From an optimization exercise on the open Yosys and OpenROAD flow, aimed at small area and a short achievable clock period; shortcuts taken in it are not production practice. Only simulation tests tie the RTL to the original design; equivalence was not proved. No activity file was given, so power comes from the tool's default toggle rates. The flow treats the clock pin as an ideal source, which a real chip does not have.

File: flow/flow/run.sh
#!/bin/bash
# Layout flow: the standard flow (standard.sh, unchanged synthesis), with
# two changes to how the layout is made:
#  - every input and output port still gets a buffer, but a buf_2 instead of
#    the delay-cell buffer that buffer_ports picks by default;
#  - timing repair over-fixes setup: it works on every path whose slack is
#    under SETUP_SLACK_MARGIN, so the achieved period shrinks. The clock
#    period and the constraints are the design's, unchanged.
# The make output goes to flow_make.log here; ORFS keeps each step's own log
# under orfs/logs/.
set -euo pipefail
bash standard.sh \
  "BUFFER_PORTS_ARGS=-buffer_cell sky130_fd_sc_hd__buf_2" \
  SETUP_SLACK_MARGIN=12.8 \
  finish > flow_make.log 2>&1
File: flow/standard.sh
#!/bin/bash
# synth_recipe.tcl (not shown) runs the flow's synth.tcl, then flattens the netlist and writes it again
# the make line also repeats each setting of config.mk as NAME=value (left out here)
make -C /OpenROAD-flow-scripts/flow DESIGN_CONFIG=/design/flow/config.mk WORK_HOME=/design/flow/orfs CLKGATE_MAP_FILE= SYNTH_SCRIPT=/design/flow/synth_recipe.tcl "${@:-finish}"
File: flow/config.mk
export PLATFORM = sky130hd
export DESIGN_NAME = pipelined_mips
export DESIGN_NICKNAME = pipelined_mips
export VERILOG_FILES = /design/flow/design.v
export SDC_FILE = /design/flow/constraint.sdc
export NUM_CORES = 4
export LEC_CHECK = 0
export CAP_MARGIN = 20
export CORE_MARGIN = 2
export CORE_UTILIZATION = 60
export CTS_CLUSTER_DIAMETER = 100
export CTS_CLUSTER_SIZE = 30
export PLACE_DENSITY = 0.75
export SLEW_MARGIN = 20
export SYNTH_HIERARCHICAL = 1
File: flow/constraint.sdc
create_clock -name core_clock -period 17.0 [get_ports {clk}]
set_input_delay 3.4000 -clock core_clock [delete_from_list [all_inputs] [get_ports {clk}]]
set_output_delay 3.4000 -clock core_clock [all_outputs]
set_load 0.01 [all_outputs]
File: flow/design.v
module register_file (
    input clk,
    input clr,
    input [4:0] A1,
    input [4:0] A2,
    input [4:0] A3,
    input [31:0] WD3,
    input WE3,
    output [31:0] RD1,
    output [31:0] RD2
);
  wire [31:0] wdata = clr ? 32'd0 : WD3;
  wire [31:0] q[0:31];
  genvar i, j;
  generate
    for (i = 0; i < 32; i = i + 1) begin : g_reg
      reg [31:0] r;
      wire wen = clr | (WE3 & (A3 == i));
      always @(posedge clk) if (wen) r <= wdata;
      assign q[i] = r;
    end
  endgenerate
  wire [31:0] sel1, sel2;
  generate
    for (i = 0; i < 32; i = i + 1) begin : g_dec
      assign sel1[i] = (A1 == i);
      assign sel2[i] = (A2 == i);
    end
    for (j = 0; j < 32; j = j + 1) begin : g_bit
      wire [31:0] col;
      for (i = 0; i < 32; i = i + 1) begin : g_col
        assign col[i] = q[i][j];
      end
      rf_read_bit P1 (.sel(sel1), .d(col), .y(RD1[j]));
      rf_read_bit P2 (.sel(sel2), .d(col), .y(RD2[j]));
    end
  endgenerate
endmodule
module rf_read_bit (
    input [31:0] sel,
    input [31:0] d,
    output y
);
  wire [10:0] n;
  genvar k;
  generate
    for (k = 0; k < 10; k = k + 1) begin : g_aoi
      rf_aoi222 G (
          .a1(sel[3*k]), .a2(d[3*k]),
          .b1(sel[3*k+1]), .b2(d[3*k+1]),
          .c1(sel[3*k+2]), .c2(d[3*k+2]),
          .y(n[k])
      );
    end
  endgenerate
  rf_aoi22 G10 (.a1(sel[30]), .a2(d[30]), .b1(sel[31]), .b2(d[31]), .y(n[10]));
  wire [2:0] m;
  rf_nand4 N0 (.a(n[0]), .b(n[1]), .c(n[2]), .d(n[3]), .y(m[0]));
  rf_nand4 N1 (.a(n[4]), .b(n[5]), .c(n[6]), .d(n[7]), .y(m[1]));
  rf_nand3 N2 (.a(n[8]), .b(n[9]), .c(n[10]), .y(m[2]));
  rf_or3 O (.a(m[0]), .b(m[1]), .c(m[2]), .y(y));
endmodule
module rf_aoi222 (
    input a1, a2, b1, b2, c1, c2,
    output y
);
  assign y = ~((a1 & a2) | (b1 & b2) | (c1 & c2));
endmodule
module rf_aoi22 (
    input a1, a2, b1, b2,
    output y
);
  assign y = ~((a1 & a2) | (b1 & b2));
endmodule
module rf_nand4 (
    input a, b, c, d,
    output y
);
  assign y = ~(a & b & c & d);
endmodule
module rf_nand3 (
    input a, b, c,
    output y
);
  assign y = ~(a & b & c);
endmodule
module rf_or3 (
    input a, b, c,
    output y
);
  assign y = a | b | c;
endmodule
module pipelined_mips (
    input clk,
    input rst,
    output [31:0] imem_addr,
    input [31:0] imem_rdata,
    output [31:0] dmem_addr,
    output [31:0] dmem_wdata,
    output dmem_we,
    output dmem_re,
    input [31:0] dmem_rdata
);
  reg  [31:2] pcF;
  wire [31:2] pcPlus4F = pcF + 30'd1;
  wire        stall;
  reg         pcSrcM;
  reg  [31:0] wdataM;   
  always @(posedge clk) begin
    if (rst) pcF <= 30'd0;
    else if (!stall) pcF <= pcSrcM ? wdataM[31:2] : pcPlus4F;
  end
  assign imem_addr = {pcF, 2'b00};
  wire [5:0] opF = imem_rdata[31:26];
  wire isRF = (opF == 6'b000000);
  wire isLwF = (opF == 6'b100011);
  wire isSwF = (opF == 6'b101011);
  wire isBeqF = (opF == 6'b000100);
  reg isRD, isLwD, isSwD, isBeqD;
  reg [4:0] rsD, rtD;
  reg [15:0] immD;
  reg [31:2] pcPlus4D;
  always @(posedge clk) begin
    if (rst) begin
      isRD   <= 1'b0;
      isLwD  <= 1'b0;
      isSwD  <= 1'b0;
      isBeqD <= 1'b0;
    end else if (!stall) begin
      isRD   <= isRF;
      isLwD  <= isLwF;
      isSwD  <= isSwF;
      isBeqD <= isBeqF;
    end
    if (!stall) begin
      rsD      <= imem_rdata[25:21];
      rtD      <= imem_rdata[20:16];
      immD     <= imem_rdata[15:0];
      pcPlus4D <= pcPlus4F;
    end
  end
  wire [4:0] rdD = immD[15:11];
  wire [5:0] functD = immD[5:0];
  wire [31:0] rd1D, rd2D;
  reg  [31:0] resultW;
  reg  [ 4:0] writeRegW;
  reg         regWriteW;
  reg rstQ;
  always @(posedge clk) rstQ <= rst;
  register_file RF (
      .clk(clk),
      .clr(rstQ),
      .A1 (rsD),
      .A2 (rtD),
      .A3 (writeRegW),
      .WD3(resultW),
      .WE3(regWriteW),
      .RD1(rd1D),
      .RD2(rd2D)
  );
  reg [2:0] aluCtlD;
  always @(*) begin
    if (!isRD) aluCtlD = 3'b010;
    else
      case (functD)
        6'b100000: aluCtlD = 3'b010;
        6'b100010: aluCtlD = 3'b110;
        6'b100101: aluCtlD = 3'b001;
        6'b101010: aluCtlD = 3'b111;
        default:   aluCtlD = 3'b000;
      endcase
  end
  wire [4:0] writeRegD = isRD ? rdD : rtD;
  reg regWriteE, memToRegE, memWriteE, branchE;
  reg [4:0] writeRegE;
  reg regWriteM;
  reg [4:0] writeRegM;
  wire rsHitE = (rsD == writeRegE);
  wire rtHitE = (rtD == writeRegE);
  assign stall = memToRegE & (rsHitE | rtHitE);
  wire rsNZ = |rsD;
  wire rtNZ = |rtD;
  wire aluSrcD = isLwD | isSwD;
  wire fwdAMD = rsNZ & rsHitE & regWriteE;
  wire fwdBMD = rtNZ & rtHitE & regWriteE;
  wire fwdAWD = rsNZ & (rsD == writeRegM) & regWriteM;
  wire fwdBWD = rtNZ & (rtD == writeRegM) & regWriteM;
  wire [2:0] selAD = fwdAMD ? 3'b001 : fwdAWD ? 3'b010 : 3'b100;
  wire [3:0] selBD = aluSrcD ? 4'b1000 : fwdBMD ? 4'b0001 : fwdBWD ? 4'b0010 : 4'b0100;
  reg [3:0] resSelD;
  always @(*) begin
    case (aluCtlD[1:0])
      2'b00: resSelD = 4'b0001;
      2'b01: resSelD = 4'b0010;
      2'b10: resSelD = 4'b0100;
      default: resSelD = 4'b1000;
    endcase
  end
  reg [31:0] rd1E, rd2E;
  reg [15:0] immE;
  reg [31:2] pcPlus4E;
  reg subE;
  reg [3:0] resSelE;
  reg [2:0] selAE;
  reg [3:0] selBE;
  always @(posedge clk) begin
    if (rst | stall) begin
      regWriteE <= 1'b0;
      memToRegE <= 1'b0;
      memWriteE <= 1'b0;
      branchE   <= 1'b0;
    end else begin
      regWriteE <= isRD | isLwD;
      memToRegE <= isLwD;
      memWriteE <= isSwD;
      branchE   <= isBeqD;
    end
    writeRegE <= writeRegD;
    rd1E      <= rd1D;
    rd2E      <= rd2D;
    immE      <= immD;
    pcPlus4E  <= pcPlus4D;
    subE      <= aluCtlD[2];
    resSelE   <= resSelD;
    selAE     <= selAD;
    selBE     <= selBD;
  end
  reg [31:0] aluOutM;
  wire [31:0] immExtE = {{16{immE[15]}}, immE};
  wire [31:0] srcA = ({32{selAE[0]}} & aluOutM) | ({32{selAE[1]}} & resultW) |
                     ({32{selAE[2]}} & rd1E);
  wire [31:0] srcB = ({32{selBE[0]}} & aluOutM) | ({32{selBE[1]}} & resultW) |
                     ({32{selBE[2]}} & rd2E) | ({32{selBE[3]}} & immExtE);
  wire [31:0] bIn = subE ? ~srcB : srcB;
  wire [31:0] sum = srcA + bIn + {31'd0, subE};
  wire [31:0] aluRes = ({32{resSelE[0]}} & (srcA & srcB)) |
                       ({32{resSelE[1]}} & (srcA | srcB)) |
                       ({32{resSelE[2]}} & sum) |
                       {31'd0, resSelE[3] & sum[31]};
  wire eqE = (srcA == srcB);
  wire [31:2] targetE = pcPlus4E + {{14{immE[15]}}, immE};
  reg memToRegM, memWriteM;
  reg ldM;   
  always @(posedge clk) begin
    if (rst) begin
      regWriteM <= 1'b0;
      memToRegM <= 1'b0;
      memWriteM <= 1'b0;
      pcSrcM    <= 1'b0;
    end else begin
      regWriteM <= regWriteE;
      memToRegM <= memToRegE;
      memWriteM <= memWriteE;
      pcSrcM    <= branchE & eqE;
    end
    ldM       <= memToRegE;
    writeRegM <= writeRegE;
    aluOutM   <= aluRes;
    wdataM    <= branchE ? {targetE, 2'b00} : rd2E;
  end
  assign dmem_addr  = aluOutM;
  assign dmem_wdata = wdataM;
  assign dmem_we    = memWriteM;
  assign dmem_re    = memToRegM;
  always @(posedge clk) begin
    if (rst) regWriteW <= 1'b0;
    else regWriteW <= regWriteM;
    writeRegW <= writeRegM;
    resultW   <= ldM ? dmem_rdata : aluOutM;
  end
endmodule
==> results of run 1 <==
-- report_power, final --
part / leakage, nW / internal (mW) / switching, mW
registers: 13.4 / 4.41 / 0.454
clock network: 0.736 / 0.607 / 1.01
logic: 8.48 / 0.573 / 0.982
-- repair_timing --
action	4_1_cts	5_1_grt
pin swaps	0	1
endpoints found under the setup margin	100	147
setup buffers	63	12
gates cloned	0	0
resized for setup	226	10
-- per-stage QoR --
step	setup WS (ps)	hold slack, ps
5_1_grt	12350	357
2_1_floorplan	12680	323
4_1_cts	12350	351
3_5_place_dp	12270	329
6_report	12370	344
3_3_place_gp	12270	323
-- registers in the layout, summed over array words and instances, names as in the netlist, 16 cells and up --
register	flops
immE	16
resultW	32
rd1E	32
RF.g.r	1024
pcF	30
immD	16
rd2E	32
pcPlus4D	30
pcPlus4E	30
wdataM	32
aluOutM	32
-- cell families after synthesis --
kind of cell | Yosys count | synth area share [%]
xor+xnor | 124 | 1.93
compound gates | 1107 | 17.8
buf+inv | 179 | 1.21
mux | 68 | 1.33
fa+ha+maj | 126 | 2.82
simple gates | 800 | 7.50
flops | 1358 | 67.4
other cells | 1 | 0.00665
-- cell type report --
cell class | count | area (sq um) | area share (%)
Antenna cell | 10 | 25.0 | 0.0397
Clock buffer | 82 | 1460 | 2.31
Clock inverter | 6 | 80.1 | 0.127
Inverter | 88 | 332 | 0.526
Multi-Input combinational cell | 2227 | 18200 | 29.0
Sequential cell | 1358 | 38200 | 60.7
Tap cell | 1254 | 1570 | 2.49
Timing Repair Buffer | 375 | 3080 | 4.89
-- modules after synthesis, one instance, submodules excluded, excerpt --
module	area, sq um	times used	flip-flops and latches
rf_nand3	5.00	64	0
rf_aoi222	10.0	640	0
register_file	31800	1	1024
rf_or3	6.26	64	0
rf_nand4	6.26	128	0
rf_aoi22	12.5	64	0
pipelined_mips	15900	1	334
-- synth_stat cells (56+ instances only) --
master,n
nand4_1,138
or3_1,68
a22oi_2,64
nor2_1,150
nand2_1,145
inv_1,87
mux2_2,57
ha_1,124
a21oi_1,91
dfxtp_1,278
clkbuf_1,79
xor2_1,68
xnor2_1,56
a222oi_1,672
edfxtp_1,1080
nand3_1,123
-- routing by layer --
metal	share of wire [%]	routed length, um
met5	0.092	180
met4	7.6	14800
met2	43	84400
met3	16	31800
met1	33	64400
-- how the worst max path moves through the flow --
stage / start / to / slack, ps / depth (start not counted)
after floorplan: imem_rdata[27] / isBeqD / 12680 / 4
after global placement: rst / pcSrcM / 12270 / 6
after detailed placement: rst / pcSrcM / 12270 / 6
after CTS: wdataM[16] / dmem_wdata[16] / 12350 / 1
after global routing: wdataM[16] / dmem_wdata[16] / 12350 / 1
final: aluOutM[29] / dmem_addr[29] / 12370 / 1
==> summary.txt, run 1 <==
Global routing
  – Largest net degree at the start of global routing: 65
  – Top Usage Layer GRT: met2
  – Grt met2 use: 57.9%
  – GRT Total Usage: 39.3%
  – Vias in the first global route: 39500
  – Routing usage on met3: 12.3%
  – Grt met1 use: 50.8%
  – Initial antenna violation count: 34
  – Global route overflow: 0
  – First-pass GRT wire length: 275000 um

Worst setup path
  – Reg2reg start: rtD[1]
  – Reg2Reg Depth: 6
  – RR Endpoint: rd2E[25]
  – Critical path's slowest cell: dfxtp_4
  – CP Data Required Time: 13600 ps
  – Max incr delay on CP: 380 ps
  – WP data arrival: 1230 ps
  – Crit path launch type: flop
  – Crit-path leading delay family: flip-flops
  – Critical path type: flop to primary output
  – CP bufs+invs: 1
  – Flop-to-flop setup slack: 13020 ps
  – Crit Path Max Fanout: 2
  – CP cell instances: buf_6
  – Endpoint class of the critical path: primary output

Clock network
  – Reg clk slew, reported paths: 120 ps
  – CTS max path bufs: 3
  – Worst-Skew Late Latency: 730 ps
  – TritonCTS Buffers: 52
  – CTS tree: yes
  – Hold-fix buffers, CTS: 0
  – CTS Sinks: 1358
  – Root buffer cell: clkbuf_16
  – CTS HTree Levels: 2

Timing
  – RSZ-0062 raised after global routing: yes
  – Final Setup Violations: 0
  – Hold Vio Cnt, Final: 0
  – Minimum clock period: 4630 ps
  – Worst slew margin: 17.5%
  – Crit share post-route: 27.2%
  – Max Freq: 216 MHz
  – Max-slew violations: 0
  – Worst-Margin Slew: 1240 ps
  – Setup tns final: 0 ps
  – Clock skew: 41.8 ps

Synth
  – Yosys reg bits: 1358
  – Sequential share of the synthesized area: 67.4%
  – Asr flop ratio synth: 0%
  – Ys Warns: 8
  – Synth top area cells: edfxtp_1 (58%), a222oi_1 (12%), dfxtp_1 (9.9%), ha_1 (2.8%), nand4_1 (1.5%)
  – Post-synth EDFFs: 1080
  – Cell count after synthesis: 3763
  – Most used DFF post-synth: edfxtp_1
  – Yosys cell types: 78
  – Share of the synthesized area in the top cell type: 57.5%
  – Syn_area_per_cell: 15.0 sq um
  – Cell area after synthesis: 56400 sq um
  – Largest area contributor in the netlist: edfxtp_1

Layout
  – Commonest non-fill, non-tap cell in the layout: edfxtp_1
  – Nets@finish: 4294
  – Post-Route Utilization: 67.6%
  – Commonest cells after routing, fill and taps aside: edfxtp_1 (1080), a222oi_1 (672), buf_4 (209)
  – Syn-to-layout area delta: 11.7%
  – Non-Filler Instances: 5400
  – Share of cells above drive strength 1: 19.3%
  – Fillcell total: 6317
  – Post-route cell area: 63000 sq um

Drt
  – Per-cell routed wire length: 36.2 um
  – DR pass1 iterations: 12
  – Detail Route Antenna Nets: 0
  – Vias: 42200
  – Post-Route WL: 196000 um
  – Drt initial violations: 10300
  – Drt via density: 7.81
  – DRC Markers: 0

Die
  – IO Pins: 164
  – # rows: 112
  – Die Y: 311 um
  – Starting Density: 60.5%
  – Die area: 96500 sq um
  – Core Box Area: 93200 sq um
  – Die Wd: 311 um

Power and ir drop
  – Power, Total: 8.03 mW
  – Leakage: 22.6 nW
  – Peak supply drop: 84.4 uV
  – Pwr Density: 128 nW/um^2

Min path
  – Hold crit path type: flop to flop
  – Hold path endpoint: immE[9]
  – Hold path start: immD[9]
  – Worst hold stages: 0

Run status
  – Status: no timing/DRC/antenna violations

Placed design
  – Dpl cell area: 60000 sq um
  – HPWL Detailed: 120000 um
  – Final Wtd Congestion: 1.01
  – IO buf count: 161
  – Placed Cells: 5224

Job
  – # Max-Cap Violations: 0
==> run 2, diff against run 1 <==
--- a/flow/design.v
+++ b/flow/design.v
@@ -1 +1,32 @@
+module bk_add #(
+    parameter N = 32
+) (
+    input [N-1:0] A,
+    input [N-1:0] B,
+    input CI,
+    output [N-1:0] S
+);
+  wire [N-1:0] p = A ^ B;
+  wire [N-1:0] g0 = A & B;
+  reg [N-1:0] G, P;
+  integer l, i;
+  always @(*) begin
+    G = g0;
+    P = p;
+    G[0] = g0[0] | (p[0] & CI);
+    for (l = 0; (1 << l) < N; l = l + 1)
+      for (i = 0; i < N; i = i + 1)
+        if (((i + 1) % (2 << l)) == 0) begin
+          G[i] = G[i] | (P[i] & G[i-(1<<l)]);
+          P[i] = P[i] & P[i-(1<<l)];
+        end
+    for (l = 5; l >= 0; l = l - 1)
+      for (i = 0; i < N; i = i + 1)
+        if ((2 << l) <= i && ((i + 1) % (2 << l)) == (1 << l) && (1 << l) < N) begin
+          G[i] = G[i] | (P[i] & G[i-(1<<l)]);
+          P[i] = P[i] & P[i-(1<<l)];
+        end
+  end
+  assign S = p ^ {G[N-2:0], CI};
+endmodule
 module register_file (
@@ -234,3 +265,4 @@
   wire [31:0] bIn = subE ? ~srcB : srcB;
-  wire [31:0] sum = srcA + bIn + {31'd0, subE};
+  wire [31:0] sum;
+  bk_add #(.N(32)) ALU_ADD (.A(srcA), .B(bIn), .CI(subE), .S(sum));
   wire [31:0] aluRes = ({32{resSelE[0]}} & (srcA & srcB)) |
@@ -240,3 +272,4 @@
   wire eqE = (srcA == srcB);
-  wire [31:2] targetE = pcPlus4E + {{14{immE[15]}}, immE};
+  wire [31:2] targetE;
+  bk_add #(.N(30)) BR_ADD (.A(pcPlus4E), .B({{14{immE[15]}}, immE}), .CI(1'b0), .S(targetE));
   reg memToRegM, memWriteM;
==> flow/flow/run.sh (replaced) <==
#!/bin/bash
# Layout flow: the standard flow (standard.sh, unchanged synthesis), with
# three changes to how the layout is made:
#  - every input and output port still gets a buffer, but a buf_2 instead of
#    the delay-cell buffer that buffer_ports picks by default;
#  - timing repair over-fixes setup: it works on every path whose slack is
#    under SETUP_SLACK_MARGIN, so the achieved period shrinks. The clock
#    period and the constraints are the design's, unchanged;
#  - clock tree synthesis clusters up to 30 sinks per leaf buffer and adds
#    no dummy loads.
# The make output goes to flow_make.log here; ORFS keeps each step's own log
# under orfs/logs/.
set -euo pipefail
bash standard.sh \
  "BUFFER_PORTS_ARGS=-buffer_cell sky130_fd_sc_hd__buf_2" \
  SETUP_SLACK_MARGIN=12.4 \
  "CTS_ARGS=-sink_clustering_enable -repair_clock_nets -sink_clustering_size 30 -sink_clustering_max_diameter 100 -dont_use_dummy_load" \
  finish > flow_make.log 2>&1
==> summary.txt, run 2 <==
Run status
  – Status: no timing/DRC/antenna violations

Worst setup path
  – Crit path launch type: flop
  – Crit-path leading delay family: flip-flops
  – Critical path's slowest cell: dfxtp_2
  – Critical path type: flop to primary output
  – WP data arrival: 1190 ps (-40 ps)
  – Max incr delay on CP: 380 ps (about the same)
  – Endpoint class of the critical path: primary output
  – CP bufs+invs: 1 (unchanged)
  – CP Data Required Time: 13600 ps (about the same)
  – Crit Path Max Fanout: 2 (unchanged)
  – CP cell instances: buf_2

Timing
  – Hold Vio Cnt, Final: 0 (unchanged)
  – RSZ-0062 raised after global routing: no
  – WHS: 347 ps (+2.75 ps)
  – Max Freq: 218 MHz (+0.90%)
  – Setup tns final: 0 ps (unchanged)
  – Clock skew: 88.6 ps (+46.8 ps)
  – Minimum clock period: 4590 ps (-41.4 ps)
  – Worst slew margin: 16.8% (-0.61 points)
  – Worst-Margin Slew: 1240 ps (+9.08 ps)
  – Final worst setup slack: 12410 ps (+41.4 ps)
  – Max-slew violations: 0 (unchanged)
  – Final Setup Violations: 0 (unchanged)
  – Crit share post-route: 27.0% (-0.24 points)

Global routing
  – First-pass GRT wire length: 273000 um (-0.77%)
  – GRT Total Usage: 40.1% (+0.81 points)
  – Initial antenna violation count: 41 (+21%)
  – Vias in the first global route: 38600 (-2.3%)
  – Global route overflow: 0 (unchanged)
  – Largest net degree at the start of global routing: 49 (-25%)

Drt
  – Detail Route Antenna Nets: 0 (unchanged)
  – Drt via density: 7.93 (+1.5%)
  – Vias: 41100 (-2.7%)
  – Per-cell routed wire length: 38.1 um (+5.0%)
  – DRC Markers: 0 (unchanged)
  – Post-Route WL: 197000 um (+0.75%)
  – DR pass1 iterations: 14 (+2)
  – Drt initial violations: 10900 (+5.6%)

Layout
  – Commonest non-fill, non-tap cell in the layout: edfxtp_1
  – Commonest cells after routing, fill and taps aside: edfxtp_1 (1080), a222oi_1 (672), dfxtp_1 (188)
  – Syn-to-layout area delta: 10.0%
  – Nets@finish: 4125 (-3.9%)
  – Share of cells above drive strength 1: 19.8% (+0.50 points)
  – Number of flip-flops in the largest register: 1024 (unchanged)
  – Largest register by flop count: RF.g.r
  – Post-route cell area: 61800 sq um (-1.9%)

Die
  – Die Wd: 310 um (-0.20%)
  – Die Y: 310 um (-0.20%)
  – IO Pins: 164 (unchanged)
  – Starting Density: 60.4% (-0.16 points)
  – Die area: 96100 sq um (-0.41%)
  – # rows: 112 (unchanged)
  – Core Box Area: 93000 sq um (-0.15%)

Clock network
  – TritonCTS Buffers: 52 (unchanged)
  – CTS max path bufs: 3 (unchanged)
  – Worst-Skew Late Latency: 710 ps (-20 ps)
  – Root buffer cell: clkbuf_16
  – CTS tree: yes
  – CTS Sinks: 1358 (unchanged)
  – Reg clk slew, reported paths: 110 ps (about the same)
  – CTS HTree Levels: 2 (unchanged)

Power and ir drop
  – Peak supply drop: 81.1 uV (-4.0%)
  – Pwr Density: 125 nW/um^2 (-1.7%)
  – Power, Total: 7.75 mW (-3.6%)
  – Leakage: 22.3 nW (-1.5%)

Synth
  – Synth cell count leaders: edfxtp_1 (1080), a222oi_1 (672), dfxtp_1 (278)
  – Share of the synthesized area in the top cell type: 57.7% (+0.24 points)
  – Post-synth EDFFs: 1080 (unchanged)
  – Syn_area_per_cell: 15.6 sq um (+3.8%)
  – Synth top area cells: edfxtp_1 (58%), a222oi_1 (12%), dfxtp_1 (9.9%), ha_1 (2.7%), nand4_1 (1.6%)
  – Ys Warns: 10 (+2)
  – Most used DFF post-synth: edfxtp_1
  – Yosys reg bits: 1358 (unchanged)
  – Top-count cell post-synth: edfxtp_1
  – Largest area contributor in the netlist: edfxtp_1
  – Sequential share of the synthesized area: 67.7% (+0.28 points)
  – Cell area after synthesis: 56200 sq um (-0.41%)
  – Asr flop ratio synth: 0% (unchanged)
  – Yosys cell types: 92 (+18%)
  – Cell count after synthesis: 3609 (-4.1%)

Placed design
  – Dpl cell area: 59700 sq um (-0.46%)
  – Final Wtd Congestion: 0.967 (-4.5%)
  – Post-Place Setup Slack: 11780 ps (-494 ps)
  – HPWL Detailed: 121000 um (+1.0%)
  – IO buf count: 161 (unchanged)

Min path
  – Hold crit path type: flop to flop

Job
  – # Max-Cap Violations: 0 (unchanged)
run 2: changes by cell type after synthesis, moves of 13 or more:
| cell | previous run | this run |
|---|---|---|
| a21oi_1 | 91 | 37 |
| a22oi_1 | 54 | 69 |
| and3_1 | 19 | 6 |
| clkbuf_1 | 79 | 62 |
| fa_1 | 2 | 33 |
| inv_1 | 87 | 133 |
| nand2_1 | 145 | 107 |
| nand3_1 | 123 | 100 |
| nor2_1 | 150 | 101 |
| o21ai_0 | 50 | 30 |
| o221ai_1 | 25 | 0 |
| xnor2_1 | 56 | 36 |
run 2: worst paths after layout:
path | from | endpoint | slack, ps | cells past startpoint
worst min-delay path | pcPlus4D[13] | pcPlus4E[13] | 350 | 0
worst min register to register | pcPlus4D[13] | pcPlus4E[13] | 350 | 0
worst max-delay path | wdataM[14] | dmem_wdata[14] | 12410 | 1
worst max register to register | selBE[3] | aluOutM[31] | 12470 | 17
run 2: report_power, final:
part	internal [mW]	switching, mW
clock	0.551	0.958
combinational	0.460	0.929
sequential	4.41	0.439
total	5.42	2.32
run 2: layout make-up:
| cell class | count | area (sq um) |
|---|---|---|
| sequential | 1358 | 38200 |
| fill | 6525 | 31200 |
| multi-input combinational | 2037 | 18000 |
| timing repair buffer | 324 | 2190 |
| tap | 1254 | 1570 |
| clock buffer | 52 | 1300 |
| inverter | 134 | 504 |
| antenna | 20 | 50.0 |
run 2: cell families after synthesis:
logic type | Yosys count | share of synthesized area, %
simple gates | 674 | 6.68
buf+inv | 216 | 1.49
compound gates | 1025 | 17.1
fa+ha+maj | 152 | 3.83
other cells | 1 | 0.00668
mux | 74 | 1.47
flops | 1358 | 67.7
xor+xnor | 109 | 1.71
run 2: metal layers:
| metal | vias to the layer above | wire (um) | track usage, % |
|---|---|---|---|
| met5 | - | 343 | 0 |
| li1 | 16400 | - | - |
| met2 | 3905 | 83600 | 58.2 |
| met3 | 816 | 36000 | 18.0 |
| met4 | 42 | 15200 | 24.8 |
| met1 | 19900 | 62000 | 49.1 |
run 2: what timing repair did:
| action | in CTS | in global routing |
|---|---|---|
| buffers inserted | 33 | 10 |
| endpoints found under the hold margin | 0 | 0 |
| gates resized for setup | 136 | 21 |
| setup endpoints to repair | 87 | 34 |
| hold buffers | 0 | 0 |
run 2: modules after synthesis, one instance, submodules excluded, a selection:
module          times used  cells inside  flip-flops and latches  cell area, sq um
pipelined_mips           1          1152                     334             13000
register_file            1          1206                    1024             31800
rf_aoi22                64             1                       0              12.5
rf_aoi222              640             1                       0              10.0
rf_nand3                64             1                       0              5.00
rf_nand4               128             1                       0              6.26
rf_or3                  64             1                       0              6.26
run 2: through the flow:
stage / instances / utilization (%)
2_1_floorplan: 3611 / -
3_3_place_gp: 5059 / 64.2
3_5_place_dp: 5059 / 64.2
4_1_cts: 5144 / 66.1
5_1_grt: 5164 / 66.4
6_report: 5179 / 66.4
==> run 3, diff against run 2 <==
--- a/flow/design.v
+++ b/flow/design.v
@@ -74,3 +74,3 @@
 );
-  wire [10:0] n;
+  wire [9:0] n;
   genvar k;
@@ -86,8 +86,9 @@
   endgenerate
-  rf_aoi22 G10 (.a1(sel[30]), .a2(d[30]), .b1(sel[31]), .b2(d[31]), .y(n[10]));
   wire [2:0] m;
+  wire o;
   rf_nand4 N0 (.a(n[0]), .b(n[1]), .c(n[2]), .d(n[3]), .y(m[0]));
   rf_nand4 N1 (.a(n[4]), .b(n[5]), .c(n[6]), .d(n[7]), .y(m[1]));
-  rf_nand3 N2 (.a(n[8]), .b(n[9]), .c(n[10]), .y(m[2]));
-  rf_or3 O (.a(m[0]), .b(m[1]), .c(m[2]), .y(y));
+  rf_nand2 N2 (.a(n[8]), .b(n[9]), .y(m[2]));
+  rf_or3 O (.a(m[0]), .b(m[1]), .c(m[2]), .y(o));
+  rf_ao221 L (.a1(sel[30]), .a2(d[30]), .b1(sel[31]), .b2(d[31]), .c(o), .y(y));
 endmodule
@@ -99,7 +100,7 @@
 endmodule
-module rf_aoi22 (
-    input a1, a2, b1, b2,
+module rf_ao221 (
+    input a1, a2, b1, b2, c,
     output y
 );
-  assign y = ~((a1 & a2) | (b1 & b2));
+  assign y = (a1 & a2) | (b1 & b2) | c;
 endmodule
@@ -111,7 +112,7 @@
 endmodule
-module rf_nand3 (
-    input a, b, c,
+module rf_nand2 (
+    input a, b,
     output y
 );
-  assign y = ~(a & b & c);
+  assign y = ~(a & b);
 endmodule
==> flow/run.sh (new file) <==
#!/bin/bash
# synth_recipe.tcl (not shown) runs the flow's synth.tcl, then flattens the netlist and writes it again
# the make line also repeats each setting of config.mk as NAME=value (left out here)
make -C /OpenROAD-flow-scripts/flow DESIGN_CONFIG=/design/flow/config.mk WORK_HOME=/design/flow/orfs CLKGATE_MAP_FILE= SYNTH_SCRIPT=/design/flow/synth_recipe.tcl finish
removed: flow/flow/run.sh
removed: flow/standard.sh
==> summary.txt, run 3 <==
Layout
  – Share of cells above drive strength 1: 11.0% (-8.8 points)
  – Multi-input gate area: 17700 sq um (-1.6%)
  – Commonest non-fill, non-tap cell in the layout: edfxtp_1
  – Syn-to-layout area delta: 10.5%
  – Largest register by flop count: RF.g.r
  – Number of flip-flops in the largest register: 1024 (unchanged)
  – Commonest cells after routing, fill and taps aside: edfxtp_1 (1080), a222oi_1 (672), dfxtp_1 (275)
  – Fillcell total: 6381 (-2.2%)
  – Reg area: 38000 sq um (-0.61%)
  – Nets@finish: 4090 (-0.85%)

Clock network
  – Worst-Skew Late Latency: 730 ps (+20 ps)
  – CTS tree: yes
  – Root buffer cell: clkbuf_16
  – CTS HTree Levels: 2 (unchanged)
  – Reg clk slew, reported paths: 110 ps (about the same)
  – PostCTS Resize Cnt: 0 (-100%)
  – CTS Sinks: 1358 (unchanged)
  – Post-CTS Setup Inserts: 0 (-100%)
  – CTS max path bufs: 3 (unchanged)
  – TritonCTS Buffers: 52 (unchanged)
  – Hold-fix buffers, CTS: 0 (unchanged)

Synth
  – Post-synth EDFFs: 1080 (unchanged)
  – Largest area contributor in the netlist: edfxtp_1
  – Asr flop ratio synth: 0% (unchanged)
  – Sequential share of the synthesized area: 67.9% (+0.29 points)
  – Cell count after synthesis: 3609 (unchanged)
  – Synth cell count leaders: edfxtp_1 (1080), a222oi_1 (672), dfxtp_1 (278)
  – Yosys cell types: 91 (-1.1%)
  – Ys Warns: 10 (unchanged)
  – Syn_area_per_cell: 15.5 sq um (-0.43%)
  – Cell area after synthesis: 55900 sq um (-0.43%)
  – Yosys reg bits: 1358 (unchanged)
  – Share of the synthesized area in the top cell type: 58.0% (+0.25 points)
  – Most used DFF post-synth: edfxtp_1
  – Synth top area cells: edfxtp_1 (58%), a222oi_1 (12%), dfxtp_1 (10%), ha_1 (2.7%), nand4_1 (1.6%)
  – Top-count cell post-synth: edfxtp_1

Power and ir drop
  – Leakage: 22.2 nW (-0.21%)
  – Pwr Density: 126 nW/um^2 (+0.84%)
  – Peak supply drop: 86.9 uV (+7.1%)

Timing
  – WHS: 349 ps (+2.47 ps)
  – Max Freq: 189 MHz (-13%)
  – Hold Vio Cnt, Final: 0 (unchanged)
  – Final Setup Violations: 0 (unchanged)
  – Clock skew: 37.3 ps (-51.3 ps)
  – RSZ-0062 raised after global routing: no
  – Worst slew margin: 22.7% (+5.8 points)
  – Minimum clock period: 5280 ps (+695 ps)
  – Crit share post-route: 31.1% (+4.1 points)
  – Setup tns final: 0 ps (unchanged)
  – Worst-Margin Slew: 1160 ps (-84.3 ps)
  – Max-slew violations: 0 (unchanged)

Worst setup path
  – Endpoint class of the critical path: primary output
  – Critical path's slowest cell: clkdlybuf4s50_1
  – CP cell instances: clkdlybuf4s50_1
  – Crit path launch type: flop
  – CP bufs+invs: 1 (unchanged)
  – Max incr delay on CP: 610 ps (+230 ps)
  – Critical path type: flop to primary output
  – WP data arrival: 1880 ps (+690 ps)
  – Crit-path leading delay family: buffers and inverters
  – CP Data Required Time: 13600 ps (about the same)
  – Crit Path Max Fanout: 8 (+6)

Global routing
  – Largest net degree at the start of global routing: 66 (+35%)
  – GRT Total Usage: 39.8% (-0.24 points)
  – Initial antenna violation count: 10 (-76%)
  – Global route overflow: 0 (unchanged)
  – Vias in the first global route: 39700 (+3.0%)
  – First-pass GRT wire length: 271000 um (-0.42%)

Die
  – Starting Density: 60.7% (+0.37 points)
  – Die area: 95700 sq um (-0.42%)
  – # rows: 111 (-0.89%)
  – Core Box Area: 92100 sq um (-1.0%)
  – Die Wd: 309 um (-0.21%)
  – Die Y: 309 um (-0.21%)
  – IO Pins: 164 (unchanged)

Placed design
  – IO buf count: 161 (unchanged)
  – Final Wtd Congestion: 0.967 (about the same)
  – HPWL Detailed: 115000 um (-4.9%)

Drt
  – Drt via density: 7.99 (+0.81%)
  – DR pass1 iterations: 15 (+1)
  – Post-Route WL: 194000 um (-1.5%)
  – Per-cell routed wire length: 37.7 um (-0.86%)
  – Vias: 41100 (+0.11%)
  – Detail Route Antenna Nets: 0 (unchanged)
  – DRC Markers: 0 (unchanged)
  – Drt initial violations: 9819 (-9.6%)

Job
  – # Max-Cap Violations: 0 (unchanged)

Run status
  – Status: no timing/DRC/antenna violations

Min path
  – Hold crit path type: flop to flop
[run 3: worst register-to-register path: cells and delay by family, from the launching register on]
kind / cells / cell delay [ps]
fa+ha+maj: 2 / 720
flops: 1 / 700
compound gates: 6 / 1220
xor+xnor: 2 / 410
simple gates: 3 / 1500
[run 3: stage by stage]
step / worst slack [ps] / total power, mW / instances / instance area, sq um / util [%]
floorplan: 12300 / 5.42 / 3611 / 55900 / -
global placement: 11370 / 6.15 / 5061 / 60300 / 65.5
detailed placement: 11300 / 6.23 / 5061 / 60300 / 65.5
CTS: 11710 / 7.72 / 5137 / 61800 / 67.1
global route: 11660 / 8.03 / 5138 / 61800 / 67.1
finish: 11720 / 7.81 / 5143 / 61800 / 67.1
[run 3: power by group]
part	switching [mW]	total, mW	internal, mW
clock network	0.996	1.58	0.583
registers	0.413	4.81	4.39
logic	0.913	1.43	0.512
[run 3: cells by family (layout without fill, tap and decap cells)]
family          Yosys count  after routing  synth area share (%)
xor+xnor                109            109                  1.72
mux                      74             74                  1.47
buf+inv                 216            499                  1.50
flops                  1358           1358                  67.9
other cells               1              9               0.00671
simple gates            674            674                  6.57
fa+ha+maj               152            152                  3.84
compound gates         1025           1025                  16.9
[run 3: area by class of cell]
class,count,area share (%)
Tap cell,1243,2.52
Antenna cell,6,0.0243
Inverter,134,0.814
Clock inverter,9,0.170
Multi-Input combinational cell,2037,28.6
Timing Repair Buffer,289,4.16
Clock buffer,67,2.21
Sequential cell,1358,61.5
[run 3: metal layers]
metal,global-route usage [%],part of all wire (%)
met1,48.1,31
met4,26.3,8.3
met3,14.8,17
met2,60.1,43
met5,1.97,0.16
[run 3: final timing paths]
check / from / to / depth (start not counted) / slack (ps)
setup / recovery: pcF[4] / imem_addr[4] / 1 / 11720
hold / removal: pcPlus4D[17] / pcPlus4E[17] / 0 / 350
setup reg to reg: selBE[3] / aluOutM[0] / 13 / 12340
hold reg to reg: pcPlus4D[17] / pcPlus4E[17] / 0 / 350
[run 3: per-module statistics from Yosys (local to each module, per instance), excerpt]
module / cell area [sq um] / times used
register_file: 31800 / 1
pipelined_mips: 13000 / 1
rf_ao221: 10.0 / 64
rf_aoi222: 10.0 / 640
rf_nand4: 6.26 / 128
rf_or3: 6.26 / 64
rf_nand2: 3.75 / 64
==> run 4, diff against run 3 <==
--- a/flow/design.v
+++ b/flow/design.v
@@ -6,3 +6,5 @@
     input CI,
-    output [N-1:0] S
+    output [N-1:0] S,
+    output [N-1:0] PX,
+    output [N-1:0] GX
 );
@@ -10,2 +12,4 @@
   wire [N-1:0] g0 = A & B;
+  assign PX = p;
+  assign GX = g0;
   reg [N-1:0] G, P;
@@ -192,14 +196,20 @@
   );
-  reg [2:0] aluCtlD;
+  reg [4:0] aluFnD;   
   always @(*) begin
-    if (!isRD) aluCtlD = 3'b010;
-    else
+    if (isRD)
       case (functD)
-        6'b100000: aluCtlD = 3'b010;
-        6'b100010: aluCtlD = 3'b110;
-        6'b100101: aluCtlD = 3'b001;
-        6'b101010: aluCtlD = 3'b111;
-        default:   aluCtlD = 3'b000;
+        6'b100000: aluFnD = 5'b00010;
+        6'b100010: aluFnD = 5'b10010;
+        6'b100101: aluFnD = 5'b01100;
+        6'b101010: aluFnD = 5'b10001;
+        default:   aluFnD = 5'b01000;
       endcase
+    else if (isBeqD) aluFnD = 5'b10010;
+    else aluFnD = 5'b00010;
   end
+  wire subD = aluFnD[4];
+  wire selGD = aluFnD[3];
+  wire selPD = aluFnD[2];
+  wire selSD = aluFnD[1];
+  wire selLtD = aluFnD[0];
   wire [4:0] writeRegD = isRD ? rdD : rtD;
@@ -221,11 +231,2 @@
   wire [3:0] selBD = aluSrcD ? 4'b1000 : fwdBMD ? 4'b0001 : fwdBWD ? 4'b0010 : 4'b0100;
-  reg [3:0] resSelD;
-  always @(*) begin
-    case (aluCtlD[1:0])
-      2'b00: resSelD = 4'b0001;
-      2'b01: resSelD = 4'b0010;
-      2'b10: resSelD = 4'b0100;
-      default: resSelD = 4'b1000;
-    endcase
-  end
   reg [31:0] rd1E, rd2E;
@@ -233,4 +234,3 @@
   reg [31:2] pcPlus4E;
-  reg subE;
-  reg [3:0] resSelE;
+  reg subE, selGE, selPE, selSE, selLtE;
   reg [2:0] selAE;
@@ -254,4 +254,7 @@
     pcPlus4E  <= pcPlus4D;
-    subE      <= aluCtlD[2];
-    resSelE   <= resSelD;
+    subE      <= subD;
+    selGE     <= selGD;
+    selPE     <= selPD;
+    selSE     <= selSD;
+    selLtE    <= selLtD;
     selAE     <= selAD;
@@ -266,11 +269,9 @@
   wire [31:0] bIn = subE ? ~srcB : srcB;
-  wire [31:0] sum;
-  bk_add #(.N(32)) ALU_ADD (.A(srcA), .B(bIn), .CI(subE), .S(sum));
-  wire [31:0] aluRes = ({32{resSelE[0]}} & (srcA & srcB)) |
-                       ({32{resSelE[1]}} & (srcA | srcB)) |
-                       ({32{resSelE[2]}} & sum) |
-                       {31'd0, resSelE[3] & sum[31]};
-  wire eqE = (srcA == srcB);
+  wire [31:0] sum, pE, gE;
+  bk_add #(.N(32)) ALU_ADD (.A(srcA), .B(bIn), .CI(subE), .S(sum), .PX(pE), .GX(gE));
+  wire [31:0] aluRes = ({32{selGE}} & gE) | ({32{selPE}} & pE) | ({32{selSE}} & sum) |
+                       {31'd0, selLtE & sum[31]};
+  wire eqE = &pE;
   wire [31:2] targetE;
-  bk_add #(.N(30)) BR_ADD (.A(pcPlus4E), .B({{14{immE[15]}}, immE}), .CI(1'b0), .S(targetE));
+  bk_add #(.N(30)) BR_ADD (.A(pcPlus4E), .B({{14{immE[15]}}, immE}), .CI(1'b0), .S(targetE), .PX(), .GX());
   reg memToRegM, memWriteM;
==> summary.txt, run 4 <==
Run status
  – Status: no timing/DRC/antenna violations

Worst setup path
  – Reg2reg start: selBE[2]
  – Critical Path Start: pcF[17]
  – WP data arrival: 1830 ps (-50 ps)
  – Critical path type: flop to primary output
  – Max incr delay on CP: 610 ps (about the same)
  – Crit-path leading delay family: buffers and inverters
  – CP Depth: 1 (unchanged)
  – Reg2Reg Depth: 18 (+5)
  – Crit path capture: imem_addr[17]
  – Endpoint class of the critical path: primary output
  – CP cell instances: clkdlybuf4s50_1
  – Critical path's slowest cell: clkdlybuf4s50_1
  – RR Endpoint: aluOutM[31]
  – Crit Path Max Fanout: 8 (unchanged)
  – CP Data Required Time: 13600 ps (about the same)
  – Flop-to-flop setup slack: 12500 ps (+160 ps)
  – CP bufs+invs: 1 (unchanged)
  – Crit path launch type: flop

Min path
  – Hold crit path type: flop to flop

Clock network
  – Worst-Skew Late Latency: 700 ps (-30 ps)
  – CTS max path bufs: 3 (unchanged)
  – Hold-fix buffers, CTS: 0 (unchanged)
  – Post-CTS Setup Inserts: 0 (unchanged)
  – Root buffer cell: clkbuf_16
  – CTS Sinks: 1358 (unchanged)
  – PostCTS Resize Cnt: 0 (unchanged)
  – TritonCTS Buffers: 52 (unchanged)
  – Reg clk slew, reported paths: 110 ps (about the same)
  – CTS HTree Levels: 2 (unchanged)
  – CTS tree: yes

Die
  – IO Pins: 164 (unchanged)
  – Starting Density: 60.3% (-0.46 points)
  – Die area: 94200 sq um (-1.5%)
  – Core Box Area: 91400 sq um (-0.75%)
  – Die Wd: 307 um (-0.75%)
  – # rows: 111 (unchanged)
  – Die Y: 307 um (-0.75%)

Synth
  – Cell count after synthesis: 3525 (-2.3%)
  – Syn_area_per_cell: 15.6 sq um (+0.84%)
  – Cell area after synthesis: 55100 sq um (-1.5%)
  – Ys Warns: 10 (unchanged)

Layout
  – Number of flip-flops in the largest register: 1024 (unchanged)
  – Commonest cells after routing, fill and taps aside: edfxtp_1 (1080), a222oi_1 (703), dfxtp_1 (274)
  – Largest register by flop count: RF.g.r
  – Syn-to-layout area delta: 10.5% (about the same)
  – Nets@finish: 3948 (-3.5%)
  – Commonest non-fill, non-tap cell in the layout: edfxtp_1
  – Share of cells above drive strength 1: 11.2% (+0.16 points)

Job
  – # Max-Cap Violations: 0 (unchanged)

Power and ir drop
  – Pwr Density: 127 nW/um^2 (+0.13%)
  – Leakage: 21.4 nW (-3.6%)
  – Peak supply drop: 67.6 uV (-22%)
  – Power, Total: 7.70 mW (-1.4%)

Drt
  – DR pass1 iterations: 14 (-1)
  – Vias: 40000 (-2.7%)
  – Post-Route WL: 185000 um (-4.6%)
  – Met3 wire length: 30200 um (-6.7%)
  – Drt initial violations: 9954 (+1.4%)
  – DRC Markers: 0 (unchanged)
  – M1 wire length: 59000 um (-3.0%)
  – Top routing layer used: met5
  – Drt via density: 8.00 (+0.13%)
  – Per-cell routed wire length: 37.0 um (-1.9%)
  – Met2 WL post-DR: 80800 um (-4.2%)
  – Detail Route Antenna Nets: 0 (unchanged)

Timing
  – Clock skew: 34.7 ps (-2.53 ps)
  – Max Freq: 191 MHz (+1.0%)
  – Worst slew margin: 23.4% (+0.70 points)
  – Hold Vio Cnt, Final: 0 (unchanged)
  – Crit share post-route: 30.8% (-0.31 points)
  – Worst-Margin Slew: 1150 ps (-11.7 ps)
  – Setup tns final: 0 ps (unchanged)
  – Minimum clock period: 5230 ps (-52.9 ps)
  – RSZ-0062 raised after global routing: no
  – Max-slew violations: 0 (unchanged)
  – Final Setup Violations: 0 (unchanged)

Global routing
  – Global route overflow: 0 (unchanged)
  – Initial antenna violation count: 22 (+12)
  – Vias in the first global route: 38300 (-3.6%)
  – First-pass GRT wire length: 262000 um (-3.5%)
  – Largest net degree at the start of global routing: 86 (+30%)
  – GRT Total Usage: 38.4% (-1.4 points)

Placed design
  – Final Wtd Congestion: 0.951 (-1.7%)
  – IO buf count: 161 (unchanged)
  – HPWL Detailed: 109000 um (-5.2%)
[run 4: stage by stage]
stage	area, sq um	setup WS, ps	hold slack (ps)	utilization, %	instances
final	60800	11770	345	66.6	5000
after global routing	60800	11700	357	66.6	4998
after CTS	60800	11750	352	66.5	4997
after detailed placement	59300	12230	328	64.9	4921
after global placement	59300	12230	325	64.9	4921
after floorplan	55100	12590	323	-	3527
[run 4: cell type report]
| type | count | area, sq um |
|---|---|---|
| clock buffer | 67 | 1360 |
| timing repair buffer | 296 | 2620 |
| multi-input combinational | 1952 | 16800 |
| fill | 6266 | 30500 |
| clock inverter | 9 | 116 |
| tap | 1186 | 1480 |
| sequential | 1358 | 38000 |
| antenna | 3 | 7.51 |
| inverter | 129 | 485 |
[run 4: power by group]
part	internal, mW	switching (mW)
Sequential	4.39	0.388
Combinational	0.499	0.851
Clock	0.591	0.983
[run 4: worst min-delay path by stage]
stage	start	endpoint	slack [ps]	depth (start not counted)
after CTS	pcPlus4D[6]	pcPlus4E[6]	350	0
after global routing	pcPlus4D[6]	pcPlus4E[6]	360	0
final	immD[7]	immE[7]	340	0
after detailed placement	immD[7]	immE[7]	330	0
after global placement	pcPlus4D[28]	pcPlus4E[28]	320	0
after floorplan	immD[10]	immE[10]	320	0
[run 4: routing by layer]
| layer | vias up | global-route usage [%] |
|---|---|---|
| met2 | 3780 | 58.2 |
| met3 | 739 | 13.6 |
| li1 | 16100 | - |
| met1 | 19300 | 47.0 |
| met5 | - | 1.29 |
| met4 | 32 | 24.6 |
==> run 5, diff against run 4 <==
==> flow/flow/run.sh (new file) <==
#!/bin/bash
# Layout flow: the standard flow (standard.sh, unchanged synthesis), with
# three changes to how the layout is made:
#  - every input and output port still gets a buffer, but a buf_2 instead of
#    the delay-cell buffer that buffer_ports picks by default;
#  - timing repair over-fixes setup: it works on every path whose slack is
#    under SETUP_SLACK_MARGIN, so the achieved period shrinks. The clock
#    period and the constraints are the design's, unchanged;
#  - clock tree synthesis clusters up to 30 sinks per leaf buffer and adds
#    no dummy loads.
# The make output goes to flow_make.log here; ORFS keeps each step's own log
# under orfs/logs/.
set -euo pipefail
bash standard.sh \
  "BUFFER_PORTS_ARGS=-buffer_cell sky130_fd_sc_hd__buf_2" \
  SETUP_SLACK_MARGIN=12.4 \
  "CTS_ARGS=-sink_clustering_enable -repair_clock_nets -sink_clustering_size 30 -sink_clustering_max_diameter 100 -dont_use_dummy_load" \
  finish > flow_make.log 2>&1
==> flow/standard.sh (new file) <==
#!/bin/bash
# synth_recipe.tcl (not shown) runs the flow's synth.tcl, then flattens the netlist and writes it again
# the make line also repeats each setting of config.mk as NAME=value (left out here)
make -C /OpenROAD-flow-scripts/flow DESIGN_CONFIG=/design/flow/config.mk WORK_HOME=/design/flow/orfs CLKGATE_MAP_FILE= SYNTH_SCRIPT=/design/flow/synth_recipe.tcl "${@:-finish}"
removed: flow/run.sh
==> summary.txt, run 5 <==
Run status
  – Status: no timing/DRC/antenna violations

Drt
  – Top routing layer used: met5
  – Met2 WL post-DR: 79700 um (-1.3%)
  – Met3 wire length: 31000 um (+2.6%)
  – DRC Markers: 0 (unchanged)
  – Per-cell routed wire length: 36.8 um (-0.53%)
  – M1 wire length: 58500 um (-0.89%)
  – Drt initial violations: 10200 (+2.3%)
  – Detail Route Antenna Nets: 0 (unchanged)
  – Vias: 40300 (+0.62%)
  – Drt via density: 8.02 (+0.24%)
  – DR pass1 iterations: 11 (-3)
  – Post-Route WL: 185000 um (-0.15%)

Timing
  – Max Freq: 218 MHz (+14%)
  – Final Setup Violations: 0 (unchanged)
  – Worst slew margin: 22.3% (-1.0 points)
  – Worst-Margin Slew: 1170 ps (+16.9 ps)
  – RSZ-0062 raised after global routing: no
  – Clock skew: 79.5 ps (+44.8 ps)
  – Crit share post-route: 27.0% (-3.8 points)
  – Max-slew violations: 0 (unchanged)
  – Minimum clock period: 4580 ps (-647 ps)
  – WHS: 350 ps (+5.40 ps)
  – Setup tns final: 0 ps (unchanged)
  – Hold Vio Cnt, Final: 0 (unchanged)

Worst setup path
  – Critical path type: flop to primary output
  – Crit Path Max Fanout: 4 (-4)
  – Reg2reg start: selBE[2]
  – CP Data Required Time: 13600 ps (about the same)
  – Crit-path leading delay family: flip-flops
  – Max incr delay on CP: 400 ps (-210 ps)
  – WP data arrival: 1180 ps (-650 ps)
  – Endpoint class of the critical path: primary output
  – Crit path launch type: flop
  – CP cell instances: buf_2
  – CP bufs+invs: 1 (unchanged)
  – Critical path's slowest cell: dfxtp_2
  – Critical Path Start: aluOutM[9]

Power and ir drop
  – Peak supply drop: 90.3 uV (+33%)
  – NetSw: 2.22 mW (-0.29%)
  – Comb pwr share: 17.5% (about the same)
  – Sw frac: 29.0% (+0.14 points)
  – Pwr Density: 126 nW/um^2 (-0.11%)
  – Leakage: 21.7 nW (+1.4%)
  – Seq pwr share: 62.7% (+0.7 points)
  – Int Pwr: 5.43 mW (-0.97%)
  – Clock group share of total power: 19.7% (-0.7 points)

Layout
  – Commonest non-fill, non-tap cell in the layout: edfxtp_1
  – Post-Route Utilization: 66.1% (-0.44 points)
  – Nets@finish: 3991 (+1.1%)
  – Syn-to-layout area delta: 9.73%
  – Multi-input gate area: 16800 sq um (about the same)
  – Post-route cell area: 60400 sq um (-0.67%)
  – Number of flip-flops in the largest register: 1024 (unchanged)
  – Commonest cells after routing, fill and taps aside: edfxtp_1 (1080), a222oi_1 (703), dfxtp_1 (202)
  – Share of cells above drive strength 1: 18.1% (+6.9 points)
  – Non-Filler Instances: 5019 (+0.38%)
  – Largest register by flop count: RF.g.r
  – Reg area: 38200 sq um (+0.55%)
  – Fillcell total: 6279 (+0.21%)

Global routing
  – Largest net degree at the start of global routing: 66 (-23%)
  – Initial antenna violation count: 14 (-36%)
  – Vias in the first global route: 38600 (+0.90%)
  – Global route overflow: 0 (unchanged)
  – GRT Total Usage: 38.2% (-0.26 points)
  – First-pass GRT wire length: 260000 um (-0.77%)

Synth
  – Syn_area_per_cell: 15.6 sq um (unchanged)
  – Cell area after synthesis: 55100 sq um (unchanged)
  – Ys Warns: 10 (unchanged)
  – Cell count after synthesis: 3525 (unchanged)

Clock network
  – TritonCTS Buffers: 52 (unchanged)
  – CTS max path bufs: 3 (unchanged)
  – CTS tree: yes
  – CTS HTree Levels: 2 (unchanged)
  – Hold-fix buffers, CTS: 0 (unchanged)
  – CTS Sinks: 1358 (unchanged)
  – Root buffer cell: clkbuf_16
  – Reg clk slew, reported paths: 110 ps (about the same)
  – Worst-Skew Late Latency: 710 ps (about the same)

Die
  – IO Pins: 164 (unchanged)
  – Die Y: 307 um (unchanged)
  – Starting Density: 60.3% (unchanged)
  – Die area: 94200 sq um (unchanged)
  – # rows: 111 (unchanged)
  – Core Box Area: 91400 sq um (unchanged)
  – Die Wd: 307 um (unchanged)

Placed design
  – Final Wtd Congestion: 1.02 (+7.1%)
  – IO buf count: 161 (unchanged)
  – HPWL Detailed: 110000 um (+0.11%)
  – Dpl cell area: 58600 sq um (-1.3%)
  – Placed Cells: 4926 (+0.10%)

Min path
  – Hold crit path type: flop to flop
  – Hold path start: pcPlus4D[10]

Job
  – # Max-Cap Violations: 0 (unchanged)
run 5: metrics by stage:
stage                     power [mW]  setup slack, ps
after floorplan                 5.40            12590
after global placement          5.98            12220
after detailed placement        6.05            12200
after CTS                       7.54            12350
after global routing            7.84            12400
final                           7.64            12420
run 5: final cells by class:
type,instances,area share [%]
flip-flops and latches,1358,63.2
diodes,3,0.0124
multi-input cells,1952,27.7
well taps,1186,2.46
repair buffers,339,3.63
clock buffers,52,2.15
inverters,129,0.803
run 5: power groups by stage:
stage                     logic (mW)  registers (mW)  clock network (mW)
after detailed placement        1.21            4.84                   0
after floorplan                0.673            4.72                   0
after CTS                       1.28            4.77                1.49
after global placement          1.19            4.79                   0
after global routing            1.40            4.85                1.60
final                           1.34            4.79                1.51
run 5: layer usage:
| metal | GRT usage [%] | vias to the layer above |
|---|---|---|
| met5 | 0.155 | - |
| met4 | 25.6 | 14 |
| met3 | 13.4 | 797 |
| met2 | 57.1 | 3951 |
| met1 | 47.0 | 19300 |
| li1 | - | 16200 |
run 5: path summary, 6_finish.rpt:
kind                        to  slack, ps  cells after the start
setup / recovery  dmem_addr[9]      12420                      1
hold / removal    pcPlus4E[10]        350                      0
setup reg to reg   aluOutM[31]      12650                     18
hold reg to reg   pcPlus4E[10]        350                      0
run 5: worst reg2reg max path: stages, from the launching register on:
cell	delay (ps)
dfxtp_1	320
buf_4	240
a22o_1	290
a221oi_1	250
xnor2_1	140
inv_1	110
fa_1	170
inv_1	50
fa_1	430
a211oi_2	300
o211ai_2	120
a31o_1	270
a21oi_4	270
a221o_2	250
o21ai_1	100
fa_1	420
xor2_1	190
a222oi_1	310
inv_1	70
run 5: timing repair:
| item | CTS | global route |
|---|---|---|
| setup buffers | 34 | 4 |
| endpoints found under the setup margin | 68 | 15 |
| resized for setup | 118 | 12 |
==> run 6, diff against run 5 <==
--- a/flow/flow/run.sh
+++ b/flow/flow/run.sh
@@ -15,3 +15,3 @@
   "BUFFER_PORTS_ARGS=-buffer_cell sky130_fd_sc_hd__buf_2" \
-  SETUP_SLACK_MARGIN=12.4 \
+  SETUP_SLACK_MARGIN=12.5 \
   "CTS_ARGS=-sink_clustering_enable -repair_clock_nets -sink_clustering_size 30 -sink_clustering_max_diameter 100 -dont_use_dummy_load" \
==> summary.txt, run 6 <==
Layout
  – Post-Route Utilization: 67.0% (+0.89 points)
  – Syn-to-layout area delta: 11.2%
  – Share of cells above drive strength 1: 19.3% (+1.3 points)
  – Number of flip-flops in the largest register: 1024 (unchanged)
  – Nets@finish: 4022 (+0.78%)
  – Fillcell total: 6145 (-2.1%)
  – Non-Filler Instances: 5049 (+0.60%)
  – Largest register by flop count: RF.g.r
  – Commonest non-fill, non-tap cell in the layout: edfxtp_1
  – Commonest cells after routing, fill and taps aside: edfxtp_1 (1080), a222oi_1 (703), buf_4 (208)

Min path
  – Hold crit path type: flop to flop

Die
  – Die Wd: 307 um (unchanged)
  – IO Pins: 164 (unchanged)
  – # rows: 111 (unchanged)
  – Die Y: 307 um (unchanged)
  – Die area: 94200 sq um (unchanged)
  – Core Box Area: 91400 sq um (unchanged)
  – Starting Density: 60.3% (unchanged)

Clock network
  – CTS tree: yes
  – Root buffer cell: clkbuf_16
  – Hold-fix buffers, CTS: 0 (unchanged)
  – CTS HTree Levels: 2 (unchanged)
  – CTS Sinks: 1358 (unchanged)
  – Worst-Skew Late Latency: 710 ps (about the same)
  – CTS max path bufs: 3 (unchanged)
  – Reg clk slew, reported paths: 120 ps (about the same)
  – TritonCTS Buffers: 52 (unchanged)

Global routing
  – Vias in the first global route: 39000 (+1.0%)
  – First-pass GRT wire length: 263000 um (+1.1%)
  – Largest net degree at the start of global routing: 66 (unchanged)
  – Initial antenna violation count: 14 (unchanged)
  – Global route overflow: 0 (unchanged)
  – GRT Total Usage: 38.6% (+0.44 points)

Drt
  – DR pass1 iterations: 17 (+6)
  – Drt via density: 7.98 (-0.48%)
  – Vias: 40300 (+0.11%)
  – Detail Route Antenna Nets: 0 (unchanged)
  – DRC Markers: 0 (unchanged)
  – Post-Route WL: 186000 um (+0.71%)
  – Drt initial violations: 10000 (-1.6%)
  – Per-cell routed wire length: 36.9 um (+0.11%)

Worst setup path
  – CP bufs+invs: 1 (unchanged)
  – Crit-path leading delay family: flip-flops
  – Critical path's slowest cell: dfxtp_4
  – Flop-to-flop setup slack: 12720 ps (+70 ps)
  – Critical Path Start: aluOutM[23]
  – Crit path capture: dmem_addr[23]
  – WP data arrival: 1180 ps (about the same)
  – Crit Path Max Fanout: 4 (unchanged)
  – Critical path type: flop to primary output
  – Reg2reg start: selBE[2]
  – Max incr delay on CP: 390 ps (about the same)
  – CP Depth: 1 (unchanged)
  – RR Endpoint: aluOutM[25]
  – CP Data Required Time: 13600 ps (about the same)
  – CP cell instances: buf_6
  – Crit path launch type: flop
  – Endpoint class of the critical path: primary output
  – Reg2Reg Depth: 20 (+2)

Timing
  – Worst-Margin Slew: 1170 ps (+4.08 ps)
  – Final Setup Violations: 0 (unchanged)
  – Worst slew margin: 22.0% (-0.27 points)
  – Final worst setup slack: 12420 ps (+2.00 ps)
  – Clock skew: 78.6 ps (-0.914 ps)
  – Crit share post-route: 27.0% (about the same)
  – Hold Vio Cnt, Final: 0 (unchanged)
  – Minimum clock period: 4580 ps (-2.00 ps)
  – Max Freq: 218 MHz (about the same)
  – Setup tns final: 0 ps (unchanged)
  – Max-slew violations: 0 (unchanged)
  – RSZ-0062 raised after global routing: yes

Synth
  – Cell count after synthesis: 3525 (unchanged)
  – Syn_area_per_cell: 15.6 sq um (unchanged)
  – Ys Warns: 10 (unchanged)
  – Cell area after synthesis: 55100 sq um (unchanged)

Power and ir drop
  – Power, Total: 7.76 mW (+1.6%)
  – NetSw: 2.25 mW (+1.4%)
  – Peak supply drop: 89.9 uV (-0.43%)
  – Comb pwr share: 18.7% (+1.2 points)
  – Int Pwr: 5.52 mW (+1.7%)
  – Clock group share of total power: 19.4% (-0.3 points)
  – Seq pwr share: 61.9% (-0.8 points)
  – Sw frac: 28.9% (-0.048 points)
  – Leakage: 22.0 nW (+1.3%)
  – Pwr Density: 127 nW/um^2 (+0.25%)

Run status
  – Status: no timing/DRC/antenna violations

Placed design
  – HPWL Detailed: 110000 um (unchanged)
  – Post-Place Setup Slack: 12200 ps (unchanged)
  – IO buf count: 161 (unchanged)
  – Final Wtd Congestion: 1.02 (unchanged)
  – Placed Cells: 4926 (unchanged)

Job
  – # Max-Cap Violations: 0 (unchanged)
==> run 6: power by group through the flow <==
stage	clock [mW]	sequential, mW	combinational, mW
detailed placement	0	4.84	1.21
floorplan	0	4.72	0.673
global route	1.60	4.85	1.52
finish	1.51	4.80	1.45
CTS	1.49	4.78	1.38
global placement	0	4.79	1.19
==> run 6: how the worst min path moves through the flow <==
stage                             from            to  slack [ps]  cells after the start
after floorplan               immD[10]      immE[10]         320                      0
after global placement    pcPlus4D[10]  pcPlus4E[10]         320                      0
after detailed placement  pcPlus4D[26]  pcPlus4E[26]         330                      0
after CTS                 pcPlus4D[10]  pcPlus4E[10]         350                      0
after global routing      pcPlus4D[11]  pcPlus4E[11]         360                      0
final                     pcPlus4D[10]  pcPlus4E[10]         350                      0
==> run 6: layout make-up <==
class | count | area, sq um | share of cell area (%)
Antenna cell | 2 | 5.00 | 0.00817
Clock buffer | 52 | 1300 | 2.12
Timing Repair Buffer | 370 | 2970 | 4.85
Tap cell | 1186 | 1480 | 2.42
Multi-Input combinational cell | 1952 | 16800 | 27.4
Sequential cell | 1358 | 38200 | 62.4
Inverter | 129 | 485 | 0.793
==> run 6: per-layer routing <==
| metal | vias to the layer above | share of wire, % | GRT usage [%] |
|---|---|---|---|
| li1 | 16200 | - | - |
| met1 | 19400 | 32 | 47.5 |
| met2 | 3907 | 43 | 57.8 |
| met3 | 782 | 17 | 13.6 |
| met4 | 22 | 8.4 | 25.9 |
| met5 | - | 0.11 | 0.155 |
==> run 6: timing repair <==
| item | in CTS | in global routing |
|---|---|---|
| setup endpoints to repair | 96 | 97 |
| buffers inserted | 63 | 6 |
| gates resized for setup | 246 | 3 |
| pin swaps | 0 | 4 |
==> run 6: metrics by stage <==
| stage | area [sq um] | hold WS, ps |
|---|---|---|
| 2_1_floorplan | 55100 | 323 |
| 3_3_place_gp | 58600 | 324 |
| 3_5_place_dp | 58600 | 328 |
| 4_1_cts | 61200 | 351 |
| 5_1_grt | 61200 | 361 |
| 6_report | 61300 | 350 |

## static timing again, ports no longer ideal
The results above use ideal ports. As a check the final layouts listed here were re-extracted and re-timed, cells and wires unchanged. Step 1 (the two cells are an assumption about what drives the block):
set clk [get_ports {clk}]
set_driving_cell -lib_cell sky130_fd_sc_hd__clkbuf_16 $clk
set_driving_cell -lib_cell sky130_fd_sc_hd__buf_2 [delete_from_list [all_inputs] $clk]
Step 2 adds t to the input delays and takes it off the output delays; t is the mean of the earliest and latest rising clock arrival at the registers after step 1. Input paths then give back, and output paths get back, about the clock's delay inside the block. Slacks: no drivers / after step 1 / after step 2; pairs: no drivers / after step 1.
run | t (ns) | slack for setup (ns) | hold slack, ns | cell pins on the clock port's net
run 1 | 0.781 | 12.369 / 12.300 / 12.251 | 0.344 / 0.344 / 0.344 | 1
run 2 | 0.725 | 12.411 / 12.341 / 11.823 | 0.347 / 0.347 / 0.347 | 1
run 3 | 0.778 | 11.715 / 11.644 / 11.241 | 0.349 / 0.349 / 0.349 | 1
run 4 | 0.764 | 11.768 / 11.687 / 12.203 | 0.345 / 0.345 / 0.345 | 1
run 5 | 0.744 | 12.415 / 12.337 / 12.202 | 0.350 / 0.350 / 0.350 | 1
run 6 | 0.748 | 12.417 / 12.337 / 12.199 | 0.350 / 0.350 / 0.350 | 1
After both steps setup and hold are still met in every run listed. The setup slack of run 2, which loses most, moves by -0.070 ns with the drivers and by -0.588 ns with both steps.
